What follows belongs to an exercise in optimizing a design on an open flow for small area, a short achievable clock period and few clock cycles; a production flow would make more cautious choices. Only simulation tests tie the RTL to the original design; equivalence was not proved. Power is estimated from default activity; no workload was simulated.

File: run.sh
#!/bin/bash
# synth_recipe.tcl (not shown) runs the flow's synth.tcl, then flattens the netlist and writes it again
# the make line also repeats each setting of config.mk as NAME=value (left out here)
make -C /OpenROAD-flow-scripts/flow DESIGN_CONFIG=/design/flow/config.mk WORK_HOME=/design/flow/orfs CLKGATE_MAP_FILE= SYNTH_SCRIPT=/design/flow/synth_recipe.tcl finish
File: config.mk
export PLATFORM = sky130hd
export DESIGN_NAME = IMC
export DESIGN_NICKNAME = IMC
export VERILOG_FILES = /design/flow/design.v
export SDC_FILE = /design/flow/constraint.sdc
export NUM_CORES = 4
export LEC_CHECK = 0
export CAP_MARGIN = 20
export CORE_MARGIN = 2
export CORE_UTILIZATION = 40
export SLEW_MARGIN = 20
File: constraint.sdc
create_clock -name core_clock -period 33.0 [get_ports {clk}]
set_input_delay 6.6000 -clock core_clock [delete_from_list [all_inputs] [get_ports {clk}]]
set_output_delay 6.6000 -clock core_clock [all_outputs]
set_load 0.01 [all_outputs]
File: design.v
module IMC(
    clk,
    rst_n,
    IN_VALID,
    IN,
    OUT_VALID,
    OUT
    );
input           clk, rst_n, IN_VALID;
input  [ 3:0]   IN;
output reg      OUT_VALID;
output reg [13:0] OUT;
reg  [3:0] t;                    
reg  [3:0] p3, p2, p1, p0;
wire dt1;
wire dt2;
wire dt3;
wire dt4;
wire dt5;
wire dt6;
wire dt7;
wire dt8;
wire dt9;
wire dt10;
wire dt11;
wire dt12;
wire dt13;
wire dt14;
wire dt15;
wire dt16;
wire dt17;
wire dt18;
wire dt19;
wire dt20;
wire dt21;
wire dt22;
wire dt23;
wire dt24;
wire dt25;
wire dt26;
wire dt27;
wire dt28;
wire dt29;
wire dt30;
wire dt31;
wire dt32;
wire dt33;
wire dt34;
wire dt35;
wire dt36;
wire dt37;
wire dt38;
wire dt39;
wire dt40;
wire dt41;
wire dt42;
wire dt43;
wire dt44;
wire dt45;
wire dt46;
wire dt47;
wire dt48;
wire dt49;
wire dt50;
assign dt1 = ((p3[0] & p0[2])) ^ ((p3[1] & p0[1])) ^ ((p3[2] & p0[0]));
assign dt2 = (((p3[0] & p0[2])) & ((p3[1] & p0[1]))) | (((p3[0] & p0[2])) & ((p3[2] & p0[0]))) | (((p3[1] & p0[1])) & ((p3[2] & p0[0])));
assign dt3 = (~(p3[0] & p0[3])) ^ ((p3[1] & p0[2])) ^ ((p3[2] & p0[1]));
assign dt4 = ((~(p3[0] & p0[3])) & ((p3[1] & p0[2]))) | ((~(p3[0] & p0[3])) & ((p3[2] & p0[1]))) | (((p3[1] & p0[2])) & ((p3[2] & p0[1])));
assign dt5 = (~(p3[3] & p0[0])) ^ ((p2[0] & p1[3])) ^ (~(p2[1] & p1[2]));
assign dt6 = ((~(p3[3] & p0[0])) & ((p2[0] & p1[3]))) | ((~(p3[3] & p0[0])) & (~(p2[1] & p1[2]))) | (((p2[0] & p1[3])) & (~(p2[1] & p1[2])));
assign dt7 = (~(p3[1] & p0[3])) ^ ((p3[2] & p0[2])) ^ (~(p3[3] & p0[1]));
assign dt8 = ((~(p3[1] & p0[3])) & ((p3[2] & p0[2]))) | ((~(p3[1] & p0[3])) & (~(p3[3] & p0[1]))) | (((p3[2] & p0[2])) & (~(p3[3] & p0[1])));
assign dt9 = ((p2[1] & p1[3])) ^ (~(p2[2] & p1[2])) ^ ((p2[3] & p1[1]));
assign dt10 = (((p2[1] & p1[3])) & (~(p2[2] & p1[2]))) | (((p2[1] & p1[3])) & ((p2[3] & p1[1]))) | ((~(p2[2] & p1[2])) & ((p2[3] & p1[1])));
assign dt11 = ((p3[0] & p0[1])) ^ ((p3[1] & p0[0])) ^ (~(p2[0] & p1[1]));
assign dt12 = (((p3[0] & p0[1])) & ((p3[1] & p0[0]))) | (((p3[0] & p0[1])) & (~(p2[0] & p1[1]))) | (((p3[1] & p0[0])) & (~(p2[0] & p1[1])));
assign dt13 = (~(p2[0] & p1[2])) ^ (~(p2[1] & p1[1])) ^ (~(p2[2] & p1[0]));
assign dt14 = ((~(p2[0] & p1[2])) & (~(p2[1] & p1[1]))) | ((~(p2[0] & p1[2])) & (~(p2[2] & p1[0]))) | ((~(p2[1] & p1[1])) & (~(p2[2] & p1[0])));
assign dt15 = (~(p2[2] & p1[1])) ^ ((p2[3] & p1[0])) ^ (1'b1);
assign dt16 = ((~(p2[2] & p1[1])) & ((p2[3] & p1[0]))) | ((~(p2[2] & p1[1])) & (1'b1)) | (((p2[3] & p1[0])) & (1'b1));
assign dt17 = (dt2) ^ (dt3) ^ (dt5);
assign dt18 = ((dt2) & (dt3)) | ((dt2) & (dt5)) | ((dt3) & (dt5));
assign dt19 = (1'b1) ^ (dt4) ^ (dt6);
assign dt20 = ((1'b1) & (dt4)) | ((1'b1) & (dt6)) | ((dt4) & (dt6));
assign dt21 = (dt7) ^ (dt9) ^ (dt16);
assign dt22 = ((dt7) & (dt9)) | ((dt7) & (dt16)) | ((dt9) & (dt16));
assign dt23 = (~(p3[2] & p0[3])) ^ (~(p3[3] & p0[2])) ^ ((p2[2] & p1[3]));
assign dt24 = ((~(p3[2] & p0[3])) & (~(p3[3] & p0[2]))) | ((~(p3[2] & p0[3])) & ((p2[2] & p1[3]))) | ((~(p3[3] & p0[2])) & ((p2[2] & p1[3])));
assign dt25 = ((p2[3] & p1[2])) ^ (dt8) ^ (dt10);
assign dt26 = (((p2[3] & p1[2])) & (dt8)) | (((p2[3] & p1[2])) & (dt10)) | ((dt8) & (dt10));
assign dt27 = (1'b1) ^ (dt1) ^ (dt12);
assign dt28 = ((1'b1) & (dt1)) | ((1'b1) & (dt12)) | ((dt1) & (dt12));
assign dt29 = (dt14) ^ (dt15) ^ (dt17);
assign dt30 = ((dt14) & (dt15)) | ((dt14) & (dt17)) | ((dt15) & (dt17));
assign dt31 = (dt18) ^ (dt19) ^ (dt21);
assign dt32 = ((dt18) & (dt19)) | ((dt18) & (dt21)) | ((dt19) & (dt21));
assign dt33 = (dt20) ^ (dt22) ^ (dt23);
assign dt34 = ((dt20) & (dt22)) | ((dt20) & (dt23)) | ((dt22) & (dt23));
assign dt35 = ((p3[3] & p0[3])) ^ (~(p2[3] & p1[3])) ^ (dt24);
assign dt36 = (((p3[3] & p0[3])) & (~(p2[3] & p1[3]))) | (((p3[3] & p0[3])) & (dt24)) | ((~(p2[3] & p1[3])) & (dt24));
assign dt37 = ((p3[0] & p0[0])) ^ (~(p2[0] & p1[0])) ^ (1'b1);
assign dt38 = (((p3[0] & p0[0])) & (~(p2[0] & p1[0]))) | (((p3[0] & p0[0])) & (1'b1)) | ((~(p2[0] & p1[0])) & (1'b1));
assign dt39 = (~(p2[1] & p1[0])) ^ (1'b1) ^ (dt11);
assign dt40 = ((~(p2[1] & p1[0])) & (1'b1)) | ((~(p2[1] & p1[0])) & (dt11)) | ((1'b1) & (dt11));
assign dt41 = (dt13) ^ (dt27) ^ (dt40);
assign dt42 = ((dt13) & (dt27)) | ((dt13) & (dt40)) | ((dt27) & (dt40));
assign dt43 = (dt28) ^ (dt29) ^ (dt42);
assign dt44 = ((dt28) & (dt29)) | ((dt28) & (dt42)) | ((dt29) & (dt42));
assign dt45 = (dt30) ^ (dt31) ^ (dt44);
assign dt46 = ((dt30) & (dt31)) | ((dt30) & (dt44)) | ((dt31) & (dt44));
assign dt47 = (dt25) ^ (dt32) ^ (dt33);
assign dt48 = ((dt25) & (dt32)) | ((dt25) & (dt33)) | ((dt32) & (dt33));
assign dt49 = (dt26) ^ (dt34) ^ (dt35);
assign dt50 = ((dt26) & (dt34)) | ((dt26) & (dt35)) | ((dt34) & (dt35));
wire [7:0] det = {dt36,dt48,dt46,dt45,dt43,dt41,dt38,dt37} + {dt50,dt49,dt47,1'b0,1'b0,1'b0,dt39,1'b0};
wire [6:0]  dmag = det[7] ? (~det[6:0] + 7'd1) : det[6:0];
wire        nonsing = |det;
reg  [6:0]  D;                   
reg         sd;                  
wire [16:0] R;                   
wire rg0;
wire rg1;
wire rg2;
wire rg3;
wire rg4;
wire rg5;
wire rg6;
wire rg7;
wire rg8;
wire rg9;
wire rg10;
wire rg11;
wire rg12;
wire rg13;
wire rg14;
wire rg15;
wire rg16;
wire rg17;
wire rg18;
wire rg19;
wire rg20;
wire rg21;
wire rg22;
wire rg23;
wire rg24;
wire rg25;
wire rg26;
wire rg27;
wire rg28;
wire rg29;
wire rg30;
wire rg31;
wire rg32;
wire rg33;
wire rg34;
wire rg35;
wire rg36;
wire rg37;
wire rg38;
wire rg39;
wire rg40;
wire rg41;
wire rg42;
wire rg43;
wire rg44;
wire rg45;
wire rg46;
wire rg47;
wire rg48;
wire rg49;
wire rg50;
wire rg51;
wire rg52;
wire rg53;
wire rg54;
wire rg55;
wire rg56;
wire rg57;
wire rg58;
wire rg59;
wire rg60;
wire rg61;
wire rg62;
wire rg63;
wire rg64;
wire rg65;
wire rg66;
wire rg67;
wire rg68;
wire rg69;
wire rg70;
wire rg71;
wire rg72;
wire rg73;
wire rg74;
wire rg75;
wire rg76;
wire rg77;
wire rg78;
wire rg79;
wire rg80;
wire rg81;
wire rg82;
wire rg83;
wire rg84;
wire rg85;
wire rg86;
wire rg87;
wire rg88;
wire rg89;
wire rg90;
wire rg91;
wire rg92;
wire rg93;
wire rg94;
wire rg95;
wire rg96;
wire rg97;
wire rg98;
wire rg99;
wire rg100;
wire rg101;
wire rg102;
wire rg103;
wire rg104;
wire rg105;
wire rg106;
wire rg107;
wire rg108;
wire rg109;
wire rg110;
wire rg111;
wire rg112;
wire rg113;
wire rg114;
wire rg115;
wire rg116;
wire rg117;
wire rg118;
wire rg119;
wire rg120;
wire rg121;
wire rg122;
wire rg123;
wire rg124;
wire rg125;
wire rg126;
wire rg127;
wire rg128;
wire rg129;
wire rg130;
wire rg131;
wire rg132;
wire rg133;
wire rg134;
wire rg135;
wire rg136;
wire rg137;
wire rg138;
wire rg139;
wire rg140;
wire rg141;
wire rg142;
wire rg143;
wire rg144;
wire rg145;
wire rg146;
wire rg147;
wire rg148;
wire rg149;
wire rg150;
wire rg151;
wire rg152;
wire rg153;
wire rg154;
wire rg155;
wire rg156;
wire rg157;
wire rg158;
wire rg159;
wire rg160;
wire rg161;
wire rg162;
wire rg163;
wire rg164;
wire rg165;
wire rg166;
wire rg167;
wire rg168;
wire rg169;
wire rg170;
wire rg171;
wire rg172;
wire rg173;
wire rg174;
wire rg175;
wire rg176;
wire rg177;
wire rg178;
wire rg179;
wire rg180;
wire rg181;
wire rg182;
wire rg183;
wire rg184;
wire rg185;
wire rg186;
wire rg187;
wire rg188;
wire rg189;
wire rg190;
wire rg191;
wire rg192;
wire rg193;
wire rg194;
wire rg195;
wire rg196;
wire rg197;
wire rg198;
wire rg199;
wire rg200;
wire rg201;
wire rg202;
wire rg203;
wire rg204;
wire rg205;
wire rg206;
wire rg207;
wire rg208;
wire rg209;
wire rg210;
wire rg211;
wire rg212;
wire rg213;
wire rg214;
wire rg215;
wire rg216;
wire rg217;
wire rg218;
wire rg219;
wire rg220;
wire rg221;
wire rg222;
wire rg223;
wire rg224;
wire rg225;
wire rg226;
wire rg227;
wire rg228;
wire rg229;
wire rg230;
wire rg231;
wire rg232;
wire rg233;
wire rg234;
wire rg235;
wire rg236;
wire rg237;
wire rg238;
wire rg239;
wire rg240;
wire rg241;
wire rg242;
wire rg243;
wire rg244;
wire rg245;
wire rg246;
wire rg247;
wire rg248;
wire rg249;
wire rg250;
wire rg251;
wire rg252;
wire rg253;
wire rg254;
wire rg255;
wire rg256;
wire rg257;
wire rg258;
wire rg259;
wire rg260;
wire rg261;
wire rg262;
wire rg263;
wire rg264;
wire rg265;
wire rg266;
wire rg267;
wire rg268;
wire rg269;
wire rg270;
wire rg271;
wire rg272;
wire rg273;
wire rg274;
wire rg275;
wire rg276;
wire rg277;
wire rg278;
wire rg279;
wire rg280;
wire rg281;
wire rg282;
wire rg283;
wire rg284;
wire rg285;
wire rg286;
wire rg287;
wire rg288;
wire rg289;
wire rg290;
wire rg291;
wire rg292;
wire rg293;
wire rg294;
wire rg295;
wire rg296;
wire rg297;
wire rg298;
wire rg299;
wire rg300;
wire rg301;
wire rg302;
wire rg303;
wire rg304;
wire rg305;
wire rg306;
wire rg307;
wire rg308;
wire rg309;
wire rg310;
wire rg311;
wire rg312;
wire rg313;
wire rg314;
wire rg315;
wire rg316;
assign rg292 = ~D[4];
assign rg291 = ~D[3];
assign rg290 = D[0] | ~(D[1]);
assign rg289 = D[2] | ~(D[1]);
assign rg288 = ~(D[2] | rg290);
assign rg287 = ~(D[5] | D[6]);
assign rg286 = ~(D[4] | D[3]);
assign rg285 = rg292 & rg287;
assign rg284 = rg287 & rg286;
assign R[15] = rg288 & rg284;
assign rg283 = D[2] | D[3];
assign rg282 = ~(D[0] & D[2]);
assign rg281 = ~(D[1] | D[3]);
assign rg280 = D[0] | D[1];
assign rg279 = D[1] | D[2];
assign rg278 = ~rg279;
assign rg277 = ~(rg282 & rg281);
assign rg276 = ~(D[1] & D[2]);
assign rg275 = ~(rg291 & rg276);
assign rg274 = D[2] & rg280;
assign rg273 = rg291 & ~(rg274);
assign rg272 = D[0] | D[2];
assign rg271 = D[0] & D[1];
assign rg270 = D[2] | rg271;
assign rg269 = ~(rg273 & rg270);
assign rg268 = D[4] | rg269;
assign R[14] = rg285 & ~(rg269);
assign rg267 = ~(rg291 & rg274);
assign rg266 = D[3] & ~(D[2]);
assign rg265 = D[3] & ~(D[0]);
assign rg264 = D[0] | ~(D[3]);
assign rg263 = rg279 | rg264;
assign rg262 = ~(rg267 & rg263);
assign R[13] = rg285 & rg262;
assign rg261 = D[2] | rg280;
assign rg260 = D[3] & rg261;
assign rg259 = D[0] & ~(D[3]);
assign rg258 = ~(rg291 & rg271);
assign rg257 = ~(D[2] & rg259);
assign rg256 = rg279 & rg259;
assign rg255 = ~(rg279 & rg276);
assign rg254 = ~(rg276 & rg256);
assign rg253 = rg292 & rg254;
assign rg252 = rg292 & ~(rg260);
assign rg251 = rg260 | ~(rg253);
assign rg250 = ~(D[0] | D[3]);
assign rg249 = rg283 | rg280;
assign rg248 = ~(D[4] & rg249);
assign rg247 = rg287 & rg248;
assign R[12] = rg251 & rg247;
assign rg246 = D[4] | rg249;
assign rg245 = D[5] & rg246;
assign rg244 = ~(D[6] | rg245);
assign rg243 = D[1] | ~(D[0]);
assign rg242 = ~(rg290 & rg243);
assign rg241 = ~(rg266 & rg242);
assign rg240 = D[0] | ~(D[2]);
assign rg239 = D[3] | rg240;
assign rg238 = rg276 | ~(rg250);
assign rg237 = ~(rg241 & rg238);
assign rg236 = rg292 ? rg237 : rg249;
assign rg235 = D[5] | rg236;
assign R[11] = rg244 & rg235;
assign rg234 = rg282 & rg272;
assign rg233 = D[3] & rg234;
assign rg232 = ~(rg276 & rg233);
assign rg231 = ~(rg258 & rg232);
assign rg230 = ~(rg292 & rg231);
assign rg229 = D[4] & ~(D[3]);
assign rg228 = rg276 & rg229;
assign rg227 = ~(rg261 & rg228);
assign rg226 = rg230 & rg227;
assign rg225 = D[5] | rg226;
assign rg224 = ~(rg244 & rg225);
assign rg223 = ~(D[6] & rg246);
assign rg222 = ~(D[5] & D[6]);
assign rg221 = rg223 & rg222;
assign R[10] = rg224 & rg221;
assign rg220 = rg283 | ~(rg242);
assign rg219 = rg291 | rg279;
assign rg218 = D[2] ? D[1] : rg242;
assign rg217 = ~(D[2] & rg242);
assign rg216 = ~(rg271 & rg266);
assign rg215 = rg217 & rg216;
assign rg214 = ~(rg229 & rg218);
assign rg213 = rg292 ? rg215 : rg219;
assign rg212 = ~(rg214 & rg213);
assign rg211 = ~(rg287 & rg212);
assign rg210 = D[3] & rg279;
assign rg209 = ~(D[3] & rg270);
assign rg208 = rg292 & rg209;
assign rg207 = D[5] & ~(D[6]);
assign rg206 = rg249 & rg207;
assign rg205 = ~(rg208 & rg206);
assign rg204 = rg221 & rg205;
assign R[9] = ~(rg211 & rg204);
assign rg203 = D[2] & ~(D[1]);
assign rg202 = D[1] | ~(D[2]);
assign rg201 = D[2] ? D[1] : D[0];
assign rg200 = rg265 | rg201;
assign rg199 = ~(D[3] & rg255);
assign rg198 = ~(rg200 & rg199);
assign rg197 = ~(D[4] & rg198);
assign rg196 = D[1] & rg240;
assign rg195 = D[1] ? rg240 : D[2];
assign rg194 = ~(D[3] & rg195);
assign rg193 = ~(rg253 & rg194);
assign rg192 = rg287 & rg197;
assign rg191 = ~(rg193 & rg192);
assign rg190 = ~(rg273 & rg261);
assign rg189 = ~(rg208 & rg190);
assign rg188 = ~(D[4] & rg283);
assign rg187 = rg207 & rg188;
assign rg186 = ~(rg189 & rg187);
assign rg185 = D[4] & rg275;
assign rg184 = ~(D[5] | rg185);
assign rg183 = rg223 | ~(rg184);
assign rg182 = rg186 & rg183;
assign R[8] = ~(rg191 & rg182);
assign rg181 = ~(D[2] & rg271);
assign rg180 = ~(rg210 & rg181);
assign rg179 = ~(rg257 & rg180);
assign rg178 = rg292 & rg272;
assign rg177 = ~(rg179 & rg178);
assign rg176 = ~(rg286 & rg242);
assign rg175 = rg260 | rg188;
assign rg174 = rg176 & rg175;
assign rg173 = ~(rg177 & rg174);
assign rg172 = ~(rg207 & rg173);
assign rg171 = ~(D[3] & rg201);
assign rg170 = rg280 & rg171;
assign rg169 = rg275 & rg170;
assign rg168 = D[2] | rg264;
assign rg167 = D[3] ? rg217 : rg240;
assign rg166 = ~(rg168 & rg167);
assign rg165 = D[4] & rg287;
assign rg164 = D[4] ? rg166 : rg169;
assign rg163 = ~(rg287 & rg164);
assign rg162 = rg291 ? rg261 : rg278;
assign rg161 = ~(rg292 & rg162);
assign rg160 = ~(rg184 & rg161);
assign rg159 = ~(rg286 & rg181);
assign rg158 = ~(D[5] & rg159);
assign rg157 = D[6] & rg158;
assign rg156 = ~(rg160 & rg157);
assign rg155 = rg172 & rg163;
assign R[7] = ~(rg156 & rg155);
assign rg154 = ~(rg190 & rg180);
assign rg153 = ~(rg292 & rg154);
assign rg152 = rg291 | rg276;
assign rg151 = ~(rg185 & rg152);
assign rg150 = rg153 & rg151;
assign rg149 = D[5] | rg150;
assign rg148 = ~(D[1] & D[4]);
assign rg147 = rg188 & rg148;
assign rg146 = D[6] & ~(rg147);
assign rg145 = rg157 | rg146;
assign rg144 = ~(rg149 & rg145);
assign rg143 = D[2] ^ rg280;
assign rg142 = ~(rg280 & rg202);
assign rg141 = rg291 ? rg142 : rg143;
assign rg140 = ~(rg240 & rg210);
assign rg139 = ~(rg269 & rg140);
assign rg138 = D[5] ? rg141 : rg139;
assign rg137 = ~(rg276 & rg259);
assign rg136 = rg291 | rg242;
assign rg135 = ~(rg137 & rg136);
assign rg134 = rg283 | ~(rg271);
assign rg133 = rg233 | ~(rg134);
assign rg132 = D[5] ? rg135 : rg133;
assign rg131 = rg292 ? rg132 : rg138;
assign rg130 = D[6] | rg131;
assign R[6] = rg144 & rg130;
assign rg129 = D[5] | ~(rg176);
assign rg128 = D[3] & ~(D[4]);
assign rg127 = ~(rg196 & rg128);
assign rg126 = D[4] & rg289;
assign rg125 = ~(rg202 & rg126);
assign rg124 = ~(rg127 & rg125);
assign rg123 = rg129 | rg124;
assign rg122 = D[2] & ~(rg271);
assign rg121 = ~(rg289 & rg286);
assign rg120 = rg122 | rg121;
assign rg119 = rg128 & ~(D[2]);
assign rg118 = D[5] & ~(rg119);
assign rg117 = rg120 & rg118;
assign rg116 = ~(rg147 & rg117);
assign rg115 = D[6] & rg116;
assign rg114 = ~(rg123 & rg115);
assign rg113 = ~(rg279 & rg265);
assign rg112 = rg292 & rg113;
assign rg111 = ~(rg291 & rg217);
assign rg110 = ~(rg112 & rg111);
assign rg109 = D[2] & rg243;
assign rg108 = D[0] & ~(rg279);
assign rg107 = rg109 | rg108;
assign rg106 = D[3] | rg107;
assign rg105 = D[4] & rg136;
assign rg104 = ~(rg106 & rg105);
assign rg103 = ~(rg110 & rg104);
assign rg102 = ~(rg207 & rg103);
assign rg101 = D[0] ? D[2] : D[1];
assign rg100 = ~(D[3] & rg101);
assign rg99 = ~(rg165 & rg100);
assign rg98 = rg283 & ~(rg271);
assign rg97 = rg264 & rg98;
assign rg96 = ~(rg285 & rg97);
assign rg95 = ~(rg99 & rg96);
assign rg94 = ~(rg277 & rg95);
assign rg93 = rg114 & rg94;
assign R[5] = ~(rg102 & rg93);
assign rg92 = ~(rg229 | rg128);
assign rg91 = rg292 & ~(rg250);
assign rg90 = ~(D[2] & rg290);
assign rg89 = ~(D[3] & rg90);
assign rg88 = rg288 | rg89;
assign rg87 = ~(rg91 & rg88);
assign rg86 = rg272 | ~(rg229);
assign rg85 = rg148 & rg86;
assign rg84 = rg87 & rg85;
assign rg83 = D[5] | rg84;
assign rg82 = rg196 ? D[3] : rg92;
assign rg81 = D[5] & ~(rg82);
assign rg80 = ~(rg125 & rg81);
assign rg79 = ~(rg83 & rg80);
assign rg78 = ~(D[6] & rg79);
assign rg77 = ~(D[1] & rg234);
assign rg76 = ~(rg260 & rg77);
assign rg75 = rg292 & ~(rg256);
assign rg74 = ~(rg76 & rg75);
assign rg73 = rg243 | ~(rg283);
assign rg72 = ~(rg126 & rg73);
assign rg293 = rg287 & rg72;
assign rg294 = ~(rg74 & rg293);
assign rg295 = rg258 & rg239;
assign rg296 = ~(rg252 & rg295);
assign rg297 = rg264 & ~(rg259);
assign rg298 = ~(D[1] & rg297);
assign rg299 = D[4] & rg243;
assign rg300 = rg279 & rg299;
assign rg301 = ~(rg298 & rg300);
assign rg302 = rg207 & rg301;
assign rg303 = ~(rg296 & rg302);
assign rg304 = rg294 & rg303;
assign R[4] = ~(rg78 & rg304);
assign rg305 = ~(rg190 & rg89);
assign rg306 = ~(rg287 & rg305);
assign rg307 = ~(rg239 & rg220);
assign rg308 = ~(rg207 & rg307);
assign rg309 = ~(rg306 & rg308);
assign rg310 = ~(D[4] & rg309);
assign rg311 = ~(D[4] & rg264);
assign rg312 = rg307 | rg311;
assign rg313 = rg292 & rg276;
assign rg314 = ~(rg136 & rg313);
assign rg315 = D[6] & rg314;
assign rg316 = ~(rg312 & rg315);
assign rg0 = ~(rg222 & rg316);
assign rg1 = ~(rg282 & rg201);
assign rg2 = D[3] | rg1;
assign rg3 = rg88 & rg2;
assign rg4 = ~(rg292 & rg3);
assign rg5 = rg229 & ~(rg108);
assign rg6 = ~(rg90 & rg5);
assign rg7 = D[5] & rg6;
assign rg8 = ~(rg4 & rg7);
assign rg9 = ~(rg0 & rg8);
assign rg10 = ~(rg286 & rg122);
assign rg11 = ~(rg241 & rg10);
assign rg12 = ~(rg207 & rg11);
assign rg13 = ~(rg285 & rg283);
assign rg14 = rg290 | rg13;
assign rg15 = rg12 & rg14;
assign rg16 = rg9 & rg15;
assign R[3] = ~(rg310 & rg16);
assign rg17 = rg275 | ~(rg299);
assign rg18 = rg201 | ~(rg91);
assign rg19 = ~(rg17 & rg18);
assign rg20 = D[5] | rg19;
assign rg21 = rg291 ? rg276 : rg289;
assign rg22 = rg292 & rg243;
assign rg23 = ~(rg21 & rg22);
assign rg24 = ~(rg229 & rg109);
assign rg25 = D[5] & rg23;
assign rg26 = ~(rg24 & rg25);
assign rg27 = D[6] & rg26;
assign rg28 = ~(rg20 & rg27);
assign rg29 = ~(rg229 & rg1);
assign rg30 = ~(rg286 & rg203);
assign rg31 = D[2] | rg136;
assign rg32 = rg29 & rg30;
assign rg33 = ~(rg31 & rg32);
assign rg34 = ~(rg207 & rg33);
assign rg35 = ~(D[3] & rg142);
assign rg36 = rg277 | ~(rg272);
assign rg37 = D[4] & rg36;
assign rg38 = ~(rg35 & rg37);
assign rg39 = ~(rg265 & rg203);
assign rg40 = rg292 & rg134;
assign rg41 = rg39 & rg40;
assign rg42 = ~(rg267 & rg41);
assign rg43 = rg287 & rg38;
assign rg44 = ~(rg42 & rg43);
assign rg45 = rg28 & rg44;
assign R[2] = ~(rg34 & rg45);
assign rg46 = D[1] ? rg282 : rg272;
assign rg47 = rg92 | rg46;
assign rg48 = ~(rg268 & rg47);
assign rg49 = ~(D[5] & rg48);
assign rg50 = D[4] | ~(D[6]);
assign rg51 = D[2] ? rg259 : rg265;
assign rg52 = rg50 | rg51;
assign rg53 = D[4] & D[6];
assign rg54 = ~(rg134 & rg53);
assign rg55 = rg52 & rg54;
assign rg56 = ~(rg222 & rg55);
assign rg57 = ~(rg49 & rg56);
assign rg58 = D[3] | rg46;
assign rg59 = D[4] & rg216;
assign rg60 = ~(rg58 & rg59);
assign rg61 = ~(rg292 & rg263);
assign rg62 = D[5] & rg61;
assign rg63 = ~(rg60 & rg62);
assign rg64 = ~(rg37 & rg39);
assign rg65 = rg134 & rg112;
assign rg66 = ~(D[5] | rg65);
assign rg67 = ~(rg64 & rg66);
assign rg68 = ~(rg63 & rg67);
assign rg69 = D[6] | rg68;
assign R[1] = rg57 & rg69;
assign rg70 = rg276 | ~(rg259);
assign rg71 = D[4] ? rg70 : D[6];
assign R[0] = rg62 & ~(rg71);
assign R[16] = rg284 & rg278;
wire        res = (t != 4'd4);   
wire [3:0]  m = (p3[3] ? (~p3 + 4'd1) : p3) & {4{res}};
wire        neg = res & (p3[3] ^ sd ^ (t == 4'd6 || t == 4'd7));
wire mu1;
wire mu2;
wire mu3;
wire mu4;
wire mu5;
wire mu6;
wire mu7;
wire mu8;
wire mu9;
wire mu10;
wire mu11;
wire mu12;
wire mu13;
wire mu14;
wire mu15;
wire mu16;
wire mu17;
wire mu18;
wire mu19;
wire mu20;
wire mu21;
wire mu22;
wire mu23;
wire mu24;
wire mu25;
wire mu26;
wire mu27;
wire mu28;
wire mu29;
wire mu30;
wire mu31;
wire mu32;
wire mu33;
wire mu34;
wire mu35;
wire mu36;
wire mu37;
wire mu38;
wire mu39;
wire mu40;
wire mu41;
wire mu42;
wire mu43;
wire mu44;
wire mu45;
wire mu46;
wire mu47;
wire mu48;
wire mu49;
wire mu50;
wire mu51;
wire mu52;
wire mu53;
wire mu54;
wire mu55;
wire mu56;
wire mu57;
wire mu58;
wire mu59;
wire mu60;
assign mu1 = ((m[1] & R[5])) ^ ((m[0] & R[6])) ^ ((m[2] & R[4]) | (m[3] & R[3]));
assign mu2 = (((m[1] & R[5])) & ((m[0] & R[6]))) | (((m[1] & R[5])) & ((m[2] & R[4]) | (m[3] & R[3]))) | (((m[0] & R[6])) & ((m[2] & R[4]) | (m[3] & R[3])));
assign mu3 = ((m[1] & R[6])) ^ ((m[0] & R[7])) ^ ((m[2] & R[5]) | (m[3] & R[4]));
assign mu4 = (((m[1] & R[6])) & ((m[0] & R[7]))) | (((m[1] & R[6])) & ((m[2] & R[5]) | (m[3] & R[4]))) | (((m[0] & R[7])) & ((m[2] & R[5]) | (m[3] & R[4])));
assign mu5 = ((m[1] & R[7])) ^ ((m[0] & R[8])) ^ ((m[2] & R[6]) | (m[3] & R[5]));
assign mu6 = (((m[1] & R[7])) & ((m[0] & R[8]))) | (((m[1] & R[7])) & ((m[2] & R[6]) | (m[3] & R[5]))) | (((m[0] & R[8])) & ((m[2] & R[6]) | (m[3] & R[5])));
assign mu7 = ((m[1] & R[8])) ^ ((m[0] & R[9])) ^ ((m[2] & R[7]) | (m[3] & R[6]));
assign mu8 = (((m[1] & R[8])) & ((m[0] & R[9]))) | (((m[1] & R[8])) & ((m[2] & R[7]) | (m[3] & R[6]))) | (((m[0] & R[9])) & ((m[2] & R[7]) | (m[3] & R[6])));
assign mu9 = ((m[1] & R[9])) ^ ((m[0] & R[10])) ^ ((m[2] & R[8]) | (m[3] & R[7]));
assign mu10 = (((m[1] & R[9])) & ((m[0] & R[10]))) | (((m[1] & R[9])) & ((m[2] & R[8]) | (m[3] & R[7]))) | (((m[0] & R[10])) & ((m[2] & R[8]) | (m[3] & R[7])));
assign mu11 = ((m[1] & R[10])) ^ ((m[0] & R[11])) ^ ((m[2] & R[9]) | (m[3] & R[8]));
assign mu12 = (((m[1] & R[10])) & ((m[0] & R[11]))) | (((m[1] & R[10])) & ((m[2] & R[9]) | (m[3] & R[8]))) | (((m[0] & R[11])) & ((m[2] & R[9]) | (m[3] & R[8])));
assign mu13 = ((m[1] & R[11])) ^ ((m[0] & R[12])) ^ ((m[2] & R[10]) | (m[3] & R[9]));
assign mu14 = (((m[1] & R[11])) & ((m[0] & R[12]))) | (((m[1] & R[11])) & ((m[2] & R[10]) | (m[3] & R[9]))) | (((m[0] & R[12])) & ((m[2] & R[10]) | (m[3] & R[9])));
assign mu15 = ((m[1] & R[12])) ^ ((m[0] & R[13])) ^ ((m[2] & R[11]) | (m[3] & R[10]));
assign mu16 = (((m[1] & R[12])) & ((m[0] & R[13]))) | (((m[1] & R[12])) & ((m[2] & R[11]) | (m[3] & R[10]))) | (((m[0] & R[13])) & ((m[2] & R[11]) | (m[3] & R[10])));
assign mu17 = ((m[1] & R[13])) ^ ((m[0] & R[14])) ^ ((m[2] & R[12]) | (m[3] & R[11]));
assign mu18 = (((m[1] & R[13])) & ((m[0] & R[14]))) | (((m[1] & R[13])) & ((m[2] & R[12]) | (m[3] & R[11]))) | (((m[0] & R[14])) & ((m[2] & R[12]) | (m[3] & R[11])));
assign mu19 = ((m[1] & R[14])) ^ ((m[0] & R[15])) ^ ((m[2] & R[13]) | (m[3] & R[12]));
assign mu20 = (((m[1] & R[14])) & ((m[0] & R[15]))) | (((m[1] & R[14])) & ((m[2] & R[13]) | (m[3] & R[12]))) | (((m[0] & R[15])) & ((m[2] & R[13]) | (m[3] & R[12])));
assign mu21 = ((m[1] & R[15])) ^ ((m[0] & R[16])) ^ ((m[2] & R[14]) | (m[3] & R[13]));
assign mu22 = (((m[1] & R[15])) & ((m[0] & R[16]))) | (((m[1] & R[15])) & ((m[2] & R[14]) | (m[3] & R[13]))) | (((m[0] & R[16])) & ((m[2] & R[14]) | (m[3] & R[13])));
assign mu23 = ((m[1] & R[16])) ^ ((m[2] & R[15]) | (m[3] & R[14])) ^ (neg);
assign mu24 = (((m[1] & R[16])) & ((m[2] & R[15]) | (m[3] & R[14]))) | (((m[1] & R[16])) & (neg)) | (((m[2] & R[15]) | (m[3] & R[14])) & (neg));
assign mu25 = ((m[1] & R[1])) ^ ((m[0] & R[2])) ^ ((m[2] & R[0]));
assign mu26 = (((m[1] & R[1])) & ((m[0] & R[2]))) | (((m[1] & R[1])) & ((m[2] & R[0]))) | (((m[0] & R[2])) & ((m[2] & R[0])));
assign mu27 = ((m[1] & R[2])) ^ ((m[0] & R[3])) ^ ((m[2] & R[1]) | (m[3] & R[0]));
assign mu28 = (((m[1] & R[2])) & ((m[0] & R[3]))) | (((m[1] & R[2])) & ((m[2] & R[1]) | (m[3] & R[0]))) | (((m[0] & R[3])) & ((m[2] & R[1]) | (m[3] & R[0])));
assign mu29 = ((m[1] & R[3])) ^ ((m[0] & R[4])) ^ ((m[2] & R[2]) | (m[3] & R[1]));
assign mu30 = (((m[1] & R[3])) & ((m[0] & R[4]))) | (((m[1] & R[3])) & ((m[2] & R[2]) | (m[3] & R[1]))) | (((m[0] & R[4])) & ((m[2] & R[2]) | (m[3] & R[1])));
assign mu31 = ((m[1] & R[4])) ^ ((m[0] & R[5])) ^ ((m[2] & R[3]) | (m[3] & R[2]));
assign mu32 = (((m[1] & R[4])) & ((m[0] & R[5]))) | (((m[1] & R[4])) & ((m[2] & R[3]) | (m[3] & R[2]))) | (((m[0] & R[5])) & ((m[2] & R[3]) | (m[3] & R[2])));
assign mu33 = (neg) ^ (mu1) ^ (mu32);
assign mu34 = ((neg) & (mu1)) | ((neg) & (mu32)) | ((mu1) & (mu32));
assign mu35 = (neg) ^ (mu2) ^ (mu3);
assign mu36 = ((neg) & (mu2)) | ((neg) & (mu3)) | ((mu2) & (mu3));
assign mu37 = (neg) ^ (mu4) ^ (mu5);
assign mu38 = ((neg) & (mu4)) | ((neg) & (mu5)) | ((mu4) & (mu5));
assign mu39 = (neg) ^ (mu6) ^ (mu7);
assign mu40 = ((neg) & (mu6)) | ((neg) & (mu7)) | ((mu6) & (mu7));
assign mu41 = (neg) ^ (mu8) ^ (mu9);
assign mu42 = ((neg) & (mu8)) | ((neg) & (mu9)) | ((mu8) & (mu9));
assign mu43 = (neg) ^ (mu10) ^ (mu11);
assign mu44 = ((neg) & (mu10)) | ((neg) & (mu11)) | ((mu10) & (mu11));
assign mu45 = (neg) ^ (mu12) ^ (mu13);
assign mu46 = ((neg) & (mu12)) | ((neg) & (mu13)) | ((mu12) & (mu13));
assign mu47 = (neg) ^ (mu14) ^ (mu15);
assign mu48 = ((neg) & (mu14)) | ((neg) & (mu15)) | ((mu14) & (mu15));
assign mu49 = (neg) ^ (mu16) ^ (mu17);
assign mu50 = ((neg) & (mu16)) | ((neg) & (mu17)) | ((mu16) & (mu17));
assign mu51 = (neg) ^ (mu18) ^ (mu19);
assign mu52 = ((neg) & (mu18)) | ((neg) & (mu19)) | ((mu18) & (mu19));
assign mu53 = (neg) ^ (mu20) ^ (mu21);
assign mu54 = ((neg) & (mu20)) | ((neg) & (mu21)) | ((mu20) & (mu21));
assign mu55 = (mu22) ^ (mu23) ^ (mu54);
assign mu56 = ((mu22) & (mu23)) | ((mu22) & (mu54)) | ((mu23) & (mu54));
assign mu57 = ((m[2] & R[16]) | (m[3] & R[15])) ^ (neg) ^ (mu24);
assign mu58 = (((m[2] & R[16]) | (m[3] & R[15])) & (neg)) | (((m[2] & R[16]) | (m[3] & R[15])) & (mu24)) | ((neg) & (mu24));
assign mu59 = ((m[3] & R[16])) ^ (neg) ^ (mu58);
assign mu60 = (((m[3] & R[16])) & (neg)) | (((m[3] & R[16])) & (mu58)) | ((neg) & (mu58));
wire [19:0] prod = {mu59,mu56,mu55,mu52,mu50,mu48,mu46,mu44,mu42,mu40,mu38,mu36,mu34,mu33,mu30,mu28,mu26,mu25,(m[1] & R[0]),(m[0] & R[0])} + {1'b0,mu57,1'b0,mu53,mu51,mu49,mu47,mu45,mu43,mu41,mu39,mu37,mu35,1'b0,mu31,mu29,mu27,1'b0,(m[0] & R[1]),1'b0};
wire [13:0] qout = prod[19:6] ^ {14{neg}};
always @(posedge clk) begin
    if (IN_VALID) begin
        p3 <= p2; p2 <= p1; p1 <= p0; p0 <= IN;
    end else begin
        p3 <= p0; p2 <= p1; p1 <= p3; p0 <= p2;
    end
    if (t == 4'd4) begin
        D  <= dmag;
        sd <= det[7];
    end
    OUT <= qout;
end
always @(posedge clk) begin
    if (!rst_n) begin
        t <= 4'd0;
        OUT_VALID <= 1'b0;
    end else begin
        OUT_VALID <= 1'b0;
        case (t)
            4'd0: t <= IN_VALID ? 4'd1 : 4'd0;
            4'd4: begin
                t <= nonsing ? 4'd5 : 4'd0;
                OUT_VALID <= ~nonsing;
            end
            4'd5, 4'd6, 4'd7, 4'd8: begin
                t <= (t == 4'd8) ? 4'd0 : t + 4'd1;
                OUT_VALID <= 1'b1;
            end
            default: t <= t + 4'd1;
        endcase
    end
end
endmodule
==> summary.txt <==
-- final timing paths --
check | slack [ps] | depth (start not counted) | from | endpoint
max | 25260 | 1 | OUT_VALID | OUT_VALID
min | 410 | 0 | p1[0] | p2[0]
max reg2reg | 26680 | 21 | D[1] | OUT[13]
min reg2reg | 410 | 0 | p1[0] | p2[0]
-- power groups by stage --
stage               registers [W]  logic (W)  clock network, W
finish                   0.000105   0.000531         0.0000560
global route             0.000107   0.000598         0.0000594
CTS                      0.000105   0.000531         0.0000573
detailed placement       0.000106   0.000527                 0
global placement         0.000106   0.000514                 0
floorplan                0.000105   0.000416                 0
-- cells in the final DEF, fill, tap and decap left out, types with 5 or more instances in the layout --
master / synthesis / routed
sky130_fd_sc_hd__nor2_1: 70 / 70
sky130_fd_sc_hd__nand2_1: 64 / 64
sky130_fd_sc_hd__inv_1: 55 / 55
sky130_fd_sc_hd__ha_1: 51 / 51
sky130_fd_sc_hd__fa_1: 49 / 49
sky130_fd_sc_hd__a21oi_1: 49 / 48
sky130_fd_sc_hd__dfxtp_1: 35 / 35
sky130_fd_sc_hd__xnor2_1: 33 / 33
sky130_fd_sc_hd__o21ai_0: 30 / 30
sky130_fd_sc_hd__clkdlybuf4s50_1: 0 / 21
sky130_fd_sc_hd__and2_1: 19 / 19
sky130_fd_sc_hd__nor3_1: 15 / 15
sky130_fd_sc_hd__nor2b_1: 12 / 12
sky130_fd_sc_hd__o22ai_1: 12 / 12
sky130_fd_sc_hd__mux2_2: 11 / 11
sky130_fd_sc_hd__xor2_1: 10 / 10
sky130_fd_sc_hd__edfxtp_1: 8 / 8
sky130_fd_sc_hd__a211oi_1: 8 / 8
sky130_fd_sc_hd__nand2b_1: 7 / 7
sky130_fd_sc_hd__clkbuf_16: 0 / 6
sky130_fd_sc_hd__and3_1: 5 / 5
sky130_fd_sc_hd__a22oi_1: 5 / 5
sky130_fd_sc_hd__or3_1: 5 / 5
sky130_fd_sc_hd__a31oi_1: 5 / 5
-- state kept, by name, summed over array words and instances, names as in the netlist --
name and cells:
p2 4, OUT 14, D 7, p1 4, p3 4, p0 4, t 4, sd 1
OUT_VALID 1
-- cell families after synthesis --
family | synth area share (%)
AND/OR/NAND/NOR | 19.0
AO/OA/AOI/OAI | 18.6
adder cells (fa/ha/maj) | 29.4
buffers and inverters | 5.97
XOR/XNOR | 6.83
flip-flops | 17.1
multiplexers | 3.20
-- metal layers --
metal	global-route usage, %	routed length, um
met1	26.5	6160
met2	32.6	6630
met3	2.91	701
met4	6.82	362
met5	0	0
-- metrics by stage --
stage / area, um2 / util (%) / hold WS (ps) / instances
floorplan: 5510 / - / 363 / 664
global placement: 5860 / 43.9 / 398 / 835
detailed placement: 5860 / 43.9 / 394 / 835
CTS: 6020 / 45.1 / 407 / 843
global route: 6020 / 45.1 / 420 / 843
finish: 6020 / 45.1 / 405 / 843
-- cell type report --
cell class                 instances  share of cell area, %
clock buffer                       6                   2.49
clock inverter                     2                  0.291
tap                              176                   3.66
multi-input combinational        534                   70.5
sequential                        43                   15.6
inverter                          58                   3.61
timing repair buffer              24                   3.86
==> impl_metrics.csv <==
group,metric,value,unit
synthesis,synth_edf_count,8,
synthesis,synth-warning-count,1,
worst_setup_path,critical_path_rt,26400,ps
global_route,grt_pass1_wl,23.2,mm
global_route,grt_pass1_vias,4681,
sta,fin_worst_skew,5.81,ps
sta,finalWorstPathRequiredPeriod,7740,ps
power_and_ir_drop,powerDensity,115,nW/um2
global_route,overflow,0,
synthesis,yosysSeqAreaShare,17.1,%
clocking,post_cts_hold_buffer_count,0,
floorplan,die_height,121,um
drt,detail_route.first_pass.iterations,5,
placement,detailedPlace.worstSlack,25020,ps
power_and_ir_drop,seq_power_share,15.2,%
synthesis,avgSynthCellArea,8.30,um2
drt,avgViaCountPerCell,5.66,
sta,finalSetupViolations,0,
synthesis,synth_cells,664,
global_route,pin_count_of_the_biggest_net_entering_global_routing,51,
placement,port_buffers,21,
floorplan,fp-row-count,42,
worst_setup_path,cp_num_buf_inv,1,
worst_setup_path,worst-endpoint-arrival,1140,ps
power_and_ir_drop,p_int,0.000362,W
global_route,antenna_found_initial,0,
power_and_ir_drop,irDropWorstVdd,0.112,mV
drt,drt_first_iter_violations,402,
worst_setup_path,path_delay_family,"buffers and inverters",
clocking,clkSinkCount,43,
global_route,grtUsageTotal,19.8,%
clocking,cts-buffers-inserted,5,
worst_setup_path,crit_path_start_kind,"flip-flop",
power_and_ir_drop,power_switching_share,47.6,%
synthesis,ys_seq_elements,43,
sta,report.final.hold_viol_count,0,
cells_and_area,nets,773,
worst_setup_path,critical_path_peak_fanout,1,
synthesis,syn-cell-area,5510,um2
synthesis,predominant_post_synthesis_flop_cell,"sky130_fd_sc_hd__dfxtp_1",
cells_and_area,drive_gt1_share,5.85,%
floorplan,io_pins,22,
clocking,cts_root_buffer,"sky130_fd_sc_hd__clkbuf_16",
synthesis,synthDominantCellAreaShare,17.8,%
drt,detail_route.wirelength,13.9,mm
sta,rsz0062_at_grt,"false",
clocking,h-tree-depth,2,
power_and_ir_drop,report.power.total,0.000691,W
sta,maxSlewViolCount,0,
synthesis,ys_top_cells_by_area,"sky130_fd_sc_hd__fa_1 (18%), sky130_fd_sc_hd__dfxtp_1 (13%), sky130_fd_sc_hd__ha_1 (12%)",
floorplan,floorplan.initialDensity,41.3,%
power_and_ir_drop,pwr-share-comb,76.7,%
cells_and_area,multi_input_logic_area,4240,um2
clocking,cts_resized,0,
sta,worst_slew_margin_relative_to_its_limit,31.0,%
floorplan,coreArea,13300,um2
synthesis,yosys.cell_count.top_type,"sky130_fd_sc_hd__nor2_1",
floorplan,die_w,121,um
synthesis,async_flop_share,0,%
synthesis,mappedNetlistNets,771,
drt,remaining_antenna_violation_count_after_routing,0,
worst_setup_path,critPathSlowestCell,"sky130_fd_sc_hd__clkdlybuf4s50_1",
cells_and_area,regArea,941,um2
power_and_ir_drop,leakage,2.50,nW
worst_setup_path,timing.critical_path.slowest_cell_delay,530,ps
worst_setup_path,cp_cell_sequence,"clkdlybuf4s50_1",
floorplan,die_footprint,14700,um2
outcome,run_status,"timing/DRC/antenna clean",
flow_run,cap_viol_max_count,0,
worst_hold_path,worstHoldPathType,"flip-flop to flip-flop",
clocking,post-cts-setup-buffers,0,
sta,fmaxAchievable,129,MHz
sta,setup_ws,25260,ps
sta,setup_tns,0,ps
clocking,cts_tree,"done",
cells_and_area,fillerInstances,1340,
sta,tightest_slew,1040,ps
clocking,clkSlewWorstSetupHoldPaths,70,ps
drt,dr_total_vias,4775,
placement,place.detailed.hpwl,10.4,mm
worst_setup_path,crit_path_end_kind,"output port",
synthesis,synthTopCellsByCount,"sky130_fd_sc_hd__nor2_1 (70), sky130_fd_sc_hd__nand2_1 (64), sky130_fd_sc_hd__inv_1 (55)",
clocking,clk_latency,300,ps
cells_and_area,area_delta_synth_final,9.31,%
power_and_ir_drop,power.switching,0.000329,W
clocking,max_buffers_root_to_sink,2,
drt,routedWlPerCell,16.4,um
synthesis,number_of_unique_standard_cell_types_used_by_synthesis,73,
power_and_ir_drop,clock_power_share,8.1,%
placement,routabilityCongestion,0.946,
sta,finalCritPeriodShare,23.5,%
worst_setup_path,worstSetupPathType,"flip-flop to output port",
drt,drt_drc_violations_left,0,
synthesis,yosysTopAreaCell,"sky130_fd_sc_hd__fa_1",
cells_and_area,insertedDiodeCount,0,
Testbench counts, summed over its fixed seeds: cycles 118,728.

==> separate check: timing with driven ports <==
Ports are ideal in the flow. The routed layout listed here was re-timed in OpenROAD.
Step 1 (the two cells are an assumption about what drives the block):
set clk [get_ports {clk}]
set_driving_cell -lib_cell sky130_fd_sc_hd__clkbuf_16 $clk
set_driving_cell -lib_cell sky130_fd_sc_hd__buf_2 [delete_from_list [all_inputs] $clk]
Step 2, shift: input delay + t, output delay - t, t = (earliest + latest rising clock arrival at the registers) / 2. This alone moves slack from input paths to output paths.
Three values: no drivers, after step 1, after step 2; two values: the first two.
t (ns): 0.329
slack for setup (ns): 25.261 / 25.224 / 25.015
latest minus earliest clock arrival (ns): 0.005 / 0.006
worst register clock-pin slew, ns: 0.07 / 0.07
worst data-port slew with drivers (ns): 0.03
After both steps this run still meets setup and hold. The setup slack of this run moves by -0.037 ns with the drivers and by -0.246 ns with both steps.
